This is an optimization exercise on Yosys and OpenROAD, whose aim is small area, not a production implementation. The RTL was checked by simulation tests, not by an equivalence proof against the original design. Power and IR drop assume default switching activity.

==> run a <==
## Game
module Game(
  input Clk100M,
  input rst,   
  input btnS,  
  input btnU,  
  input btnD,  
  output wire [7:0] seg,
  output wire [3:0] an
 );
export LEC_CHECK = 0
export ABC_AREA = 1
export CAP_MARGIN = 20
export CORE_MARGIN = 2
export CORE_UTILIZATION = 40
export SLEW_MARGIN = 20
create_clock -name core_clock -period 10.0 [get_ports {Clk100M}]
standard.sh (not shown) runs the stock make flow with config.mk's settings and CLKGATE_MAP_FILE= SYNTH_SCRIPT=/design/flow/synth_recipe.tcl, a recipe that flattens the netlist after the stock synthesis.
==> flow/flow/run.sh <==
#!/bin/bash
# Own layout flow: the standard ORFS flow (standard.sh) with two changes.
#  1. Synthesis maps the combinational logic with a stronger ABC area script
#     (flow/abc_area.script, used through ABC_AREA=1), and adders are left to
#     ABC as plain logic instead of being mapped to half/full adder cells
#     first (ADDER_MAP_FILE empty). Everything else in the synthesis,
#     including how registers are mapped and named, is unchanged.
#  2. Clock tree synthesis without dummy loads and with smaller clock buffers.
# Each step's full output goes to a log file of its own in this folder.
set -euo pipefail
W=$PWD
rm -rf "$W/scripts_abc"
cp -r "$FLOW_HOME/scripts" "$W/scripts_abc"
cp "$W/flow/abc_area.script" "$W/scripts_abc/abc_area.script"
SCRIPTS_DIR="$W/scripts_abc" ADDER_MAP_FILE= bash standard.sh synth > synth.log 2>&1
export CTS_ARGS="-sink_clustering_enable -repair_clock_nets -dont_use_dummy_load -buf_list sky130_fd_sc_hd__clkbuf_8"
bash standard.sh > layout.log 2>&1
==> flow/flow/abc_area.script <==
strash
&get -n
&st
&deepsyn -T 30
&put
dch -f
amap
topo
==> inputs of run b, as changes to run a <==
--- a/flow/design.v
+++ b/flow/design.v
@@ -41,26 +41,26 @@
   end
 end
 wire blipPhase = (bcnt == 2'd1);
 wire upB = uR & blipPhase;
 wire downB = dR & blipPhase;
 wire startB = sR & blipPhase;
 reg [12:0] rnd;
 reg [10:0] sgc;
-reg special, genBit0;
+reg special;
 reg prelimSig, startCountDown, counting, doneCounting, finished, gameSig;
 reg [2:0] cdn;    
 reg [1:0] lvl;
 reg answerSig, startGen, gpRun, gpPF;
 reg [5:0] numSpecial;    
 reg [3:0] gameTime;
 wire genSym = (gameTime != 4'd0) && (gameTime != 4'd15);   
-reg [4:0] gs0, gs1, gs2, gs3;    
-reg apRun, postSig, aFlag;
+reg [4:0] gs0, gs1, gs2, gs3;
+reg apRun, postSig;
 reg [2:0] aTime;    
 wire apPF = aTime[2] & aTime[1];
 reg ppRun, levelComplete;
 reg [2:0] pTime;    
 wire ppPF = pTime[2] & pTime[1];
 reg [7:0] userCount;
 reg ucCounting;
 reg difference, sCounting;
@@ -69,25 +69,20 @@
 reg [1:0] curLevel;
 reg pre, game, answer, post;
 always @(posedge Clk100M) begin
   if (rst) rnd <= 13'hf;
   else rnd <= {rnd[11:0], rnd[12] ^ rnd[3] ^ rnd[2] ^ rnd[0]};
 end
 wire [10:0] th = curLevel[1] ? (curLevel[0] ? 11'd499 : 11'd1499) : 11'd1999;
 wire genNow = genSym & (sgc >= th);
-wire generated = (sgc == 11'd0);
-always @(posedge Clk100M) begin
-  special <= genNow & ~genBit0;
+always @(posedge Clk100M) begin
+  special <= genNow & ~gs0[0];
   if (genNow) sgc <= 0;
   else if (~&sgc) sgc <= sgc + 11'd1;
-end
-always @(posedge Clk100M) begin
-  if (rst) genBit0 <= 1;
-  else if (genNow) genBit0 <= rnd[0];
 end
 wire lose_n = levelComplete ? difference : lose;
 wire victory_n = (incLevel && curLevel == 2'd3) ? 1'b1 : victory;
 wire pre_n    = prelimSig ? 1'b1 : (gameSig | answerSig | postSig) ? 1'b0 : pre;
 wire game_n   = prelimSig ? 1'b0 : gameSig ? 1'b1 : (answerSig | postSig) ? 1'b0 : game;
 wire answer_n = (prelimSig | gameSig) ? 1'b0 : answerSig ? 1'b1 : postSig ? 1'b0 : answer;
 wire post_n   = (prelimSig | gameSig | answerSig) ? 1'b0 : postSig ? 1'b1 : post;
 reg [2:0] cc_n;
@@ -103,29 +98,29 @@
       cc_n = cdn - 3'd1; fin_n = 0;
     end
     else if (counting) begin
       fin_n = 1; cc_n = 3'd7;
     end
     else fin_n = 0;
   end
 end
-wire [4:0] newSym = {1'b1, rnd[4:1]};
-wire [4:0] gs0_n = generated ? newSym : gameSig ? {1'b0, gs0[3:0]} : gs0;
-wire [4:0] gs1_n = generated ? gs0 : gameSig ? {1'b0, gs1[3:0]} : gs1;
-wire [4:0] gs2_n = generated ? gs1 : gameSig ? {1'b0, gs2[3:0]} : gs2;
-wire [4:0] gs3_n = generated ? gs2 : gameSig ? {1'b0, gs3[3:0]} : gs3;
-wire aFlag_n = (answerSig && !apRun) ? 1'b0 : (apPF && apRun) ? aFlag : 1'b1;
+wire [4:0] newSym = {1'b1, rnd[3:0]};
+wire [4:0] gs0_n = genNow ? newSym : doneCounting ? {1'b0, gs0[3:0]} : gs0;
+wire [4:0] gs1_n = genNow ? gs0 : doneCounting ? {1'b0, gs1[3:0]} : gs1;
+wire [4:0] gs2_n = genNow ? gs1 : doneCounting ? {1'b0, gs2[3:0]} : gs2;
+wire [4:0] gs3_n = genNow ? gs2 : doneCounting ? {1'b0, gs3[3:0]} : gs3;
+wire aFlag_n = ~((answerSig & ~apRun) | (apPF & apRun));
 always @(posedge Clk100M) begin
   if (rst) begin
     prelimSig <= 0; startCountDown <= 0; counting <= 0; doneCounting <= 0;
     finished <= 0; gameSig <= 0; cdn <= 3'd7;
     answerSig <= 0; startGen <= 0; gpRun <= 0; gpPF <= 0;
     gameTime <= 0;
-    apRun <= 0; postSig <= 0; aFlag <= 0; aTime <= 0;
+    apRun <= 0; postSig <= 0; aTime <= 0;
     ppRun <= 0; levelComplete <= 0; pTime <= 0;
     ucCounting <= 0; sCounting <= 0;
     incLevel <= 0; lose <= 0; victory <= 0; newLevel <= 0; curLevel <= 2'd1;
     pre <= 0; game <= 0; answer <= 0; post <= 0;
   end
   else begin
     prelimSig <= startB | newLevel;
     startCountDown <= prelimSig;
@@ -152,17 +147,16 @@
       end
       else gpPF <= 0;
     end
     if (answerSig && !apRun) apRun <= 1;
     else if (apPF && apRun) begin
       apRun <= 0; postSig <= 1;
     end
     else postSig <= 0;
-    aFlag <= aFlag_n;
     if (tick1Hz) begin
       if (apRun && aTime < 3'd5) aTime <= aTime + 3'd1;
       else if (apRun && aTime == 3'd5) aTime <= 3'd6;
       else if (apPF) aTime <= 3'd0;
     end
     if (postSig && !ppRun) ppRun <= 1;
     else if (ppPF && ppRun) begin
       ppRun <= 0; levelComplete <= 1;
@@ -186,41 +180,45 @@
       end
     end
     else newLevel <= 0;
     pre <= pre_n; game <= game_n; answer <= answer_n; post <= post_n;
   end
 end
 always @(posedge Clk100M) begin
   lvl <= lvl_n;
-  gs0 <= gs0_n; gs1 <= gs1_n; gs2 <= gs2_n; gs3 <= gs3_n;
+  gs0[4:1] <= gs0_n[4:1]; gs1 <= gs1_n; gs2 <= gs2_n; gs3 <= gs3_n;
   if (gameSig) numSpecial <= 0;
-  if (generated && special) numSpecial <= numSpecial + 6'd1;
+  if (special) numSpecial <= numSpecial + 6'd1;
   if (postSig) ;
   else if (startGen) userCount <= 0;
   else if (upB && ucCounting) userCount <= userCount + 8'd1;
   else if (downB && ucCounting) userCount <= userCount - 8'd1;
   if (startGen) difference <= 0;
   if (sCounting) difference <= ({2'b00, numSpecial} != userCount);
+end
+always @(posedge Clk100M) begin
+  if (rst) gs0[0] <= 1'b1;
+  else gs0[0] <= gs0_n[0];
 end
 wire [7:0] num = answer_n ? userCount : {2'b00, numSpecial};
 wire [7:0] q = num / 8'd10;
 wire [7:0] r = num % 8'd10;
 wire [4:0] tensC = (q[3:0] == 4'd0) ? C_0 : (q[3:0] > 4'd9) ? C_FF : {1'b0, q[3:0]};
 wire [4:0] onesC = (r[3:0] == 4'd0) ? C_0 : {1'b0, r[3:0]};
 wire [1:0] k = m[1:0] + 2'd1;    
 wire showNum = (answer_n & aFlag_n) | post_n;
 wire idle_n = ~(pre_n | game_n | answer_n | post_n);
 reg [4:0] gsSel, numSel, preSel, idleSel, fixSel;
 always @* begin
   case (k)
-    2'd0: gsSel = gs0_n;
-    2'd1: gsSel = gs1_n;
-    2'd2: gsSel = gs2_n;
-    default: gsSel = gs3_n;
+    2'd0: gsSel = gs0;
+    2'd1: gsSel = gs1;
+    2'd2: gsSel = gs2;
+    default: gsSel = gs3;
   endcase
   case (k)
     2'd0: numSel = tensC;
     2'd1: numSel = onesC;
     2'd2: numSel = C_FF;
     default: numSel = answer_n ? C_U : C_A;
   endcase
   preSel = (k == 2'd0) ? ((cdn == 3'd7) ? C_FF : (cdn == 3'd6) ? C_L : {2'b00, cdn}) :
--- a/flow/flow/run.sh
+++ b/flow/flow/run.sh
@@ -8,10 +8,11 @@
 #  2. Clock tree synthesis without dummy loads and with smaller clock buffers.
 # Each step's full output goes to a log file of its own in this folder.
 set -euo pipefail
 W=$PWD
 rm -rf "$W/scripts_abc"
 cp -r "$FLOW_HOME/scripts" "$W/scripts_abc"
 cp "$W/flow/abc_area.script" "$W/scripts_abc/abc_area.script"
 SCRIPTS_DIR="$W/scripts_abc" ADDER_MAP_FILE= bash standard.sh synth > synth.log 2>&1
-export CTS_ARGS="-sink_clustering_enable -repair_clock_nets -dont_use_dummy_load -buf_list sky130_fd_sc_hd__clkbuf_8"
+export CTS_ARGS="-sink_clustering_enable -repair_clock_nets -dont_use_dummy_load -buf_list sky130_fd_sc_hd__clkbuf_4"
+export BUFFER_PORTS_ARGS="-inputs -outputs -buffer_cell sky130_fd_sc_hd__buf_1"
 bash standard.sh > layout.log 2>&1
==> flow/config.mk (replaced) <==
export PLATFORM = sky130hd
export DESIGN_NAME = Game
export DESIGN_NICKNAME = Game
export VERILOG_FILES = /design/flow/design.v
export SDC_FILE = /design/flow/constraint.sdc
export NUM_CORES = 4
export LEC_CHECK = 0
export ABC_AREA = 1
export CAP_MARGIN = 20
export CORE_MARGIN = 2
export CORE_UTILIZATION = 70
export SLEW_MARGIN = 20
==> qor summary <==
	run b	run a
Status	no timing/DRC/antenna violations	no timing/DRC/antenna violations
Length of routed met3 wiring	502 µm	648 µm
Critical Path Source	postSig$_SDFFE_PP0N_	code[2]$_SDFFE_PP0P_
Synthesized instance count	677	704
Relative slew margins	0.415	0.296
Pwr Density	150 nW/µm²	163 nW/µm²
Dpl cells	799	902
Post-Synth Simple-Gate Area	0.225	0.218
Depth of the most critical reg-to-reg path	18	21
Number of logic stages on the critical path including buffering	18	9
CTS root buffer	sky130_fd_sc_hd__clkbuf_4	sky130_fd_sc_hd__clkbuf_8
Non-clock buffering overhead in the final layout	0.0131	0.0285
Seq/Total Area, Yosys	0.524	0.499
Fraction of met3 tracks used by global routing	0.0559	0.0508
Share of the synthesized area in compound gates (AO/OA/AOI/OAI)	0.190	0.218
Routed wire length	12000 µm	13100 µm

[what the ideal ports hide]
The results above use ideal ports. As a check the final layouts listed here were re-extracted and re-timed, cells and wires unchanged. Step 1, drivers: a clkbuf_16 drives Clk100M and a buf_2 each remaining input, both assumed. Step 2, shift: input delay + t, output delay - t, t = (earliest + latest rising clock arrival at the registers) / 2. This alone moves slack from input paths to output paths. a / b / c = ideal ports / drivers / drivers and shift; a / b = the first two.
run | t, ns | setup WS [ns] | worst setup path after step 2 | worst data-port slew with drivers (ns) | cell pins on the clock port's net
run a | 0.466 | 5.396 / 5.360 / 5.501 | register to register | 0.03 | 1
run b | 0.505 | 5.527 / 5.527 / 5.527 | register to register | 0.04 | 1
After both steps setup and hold are still met in every run listed.
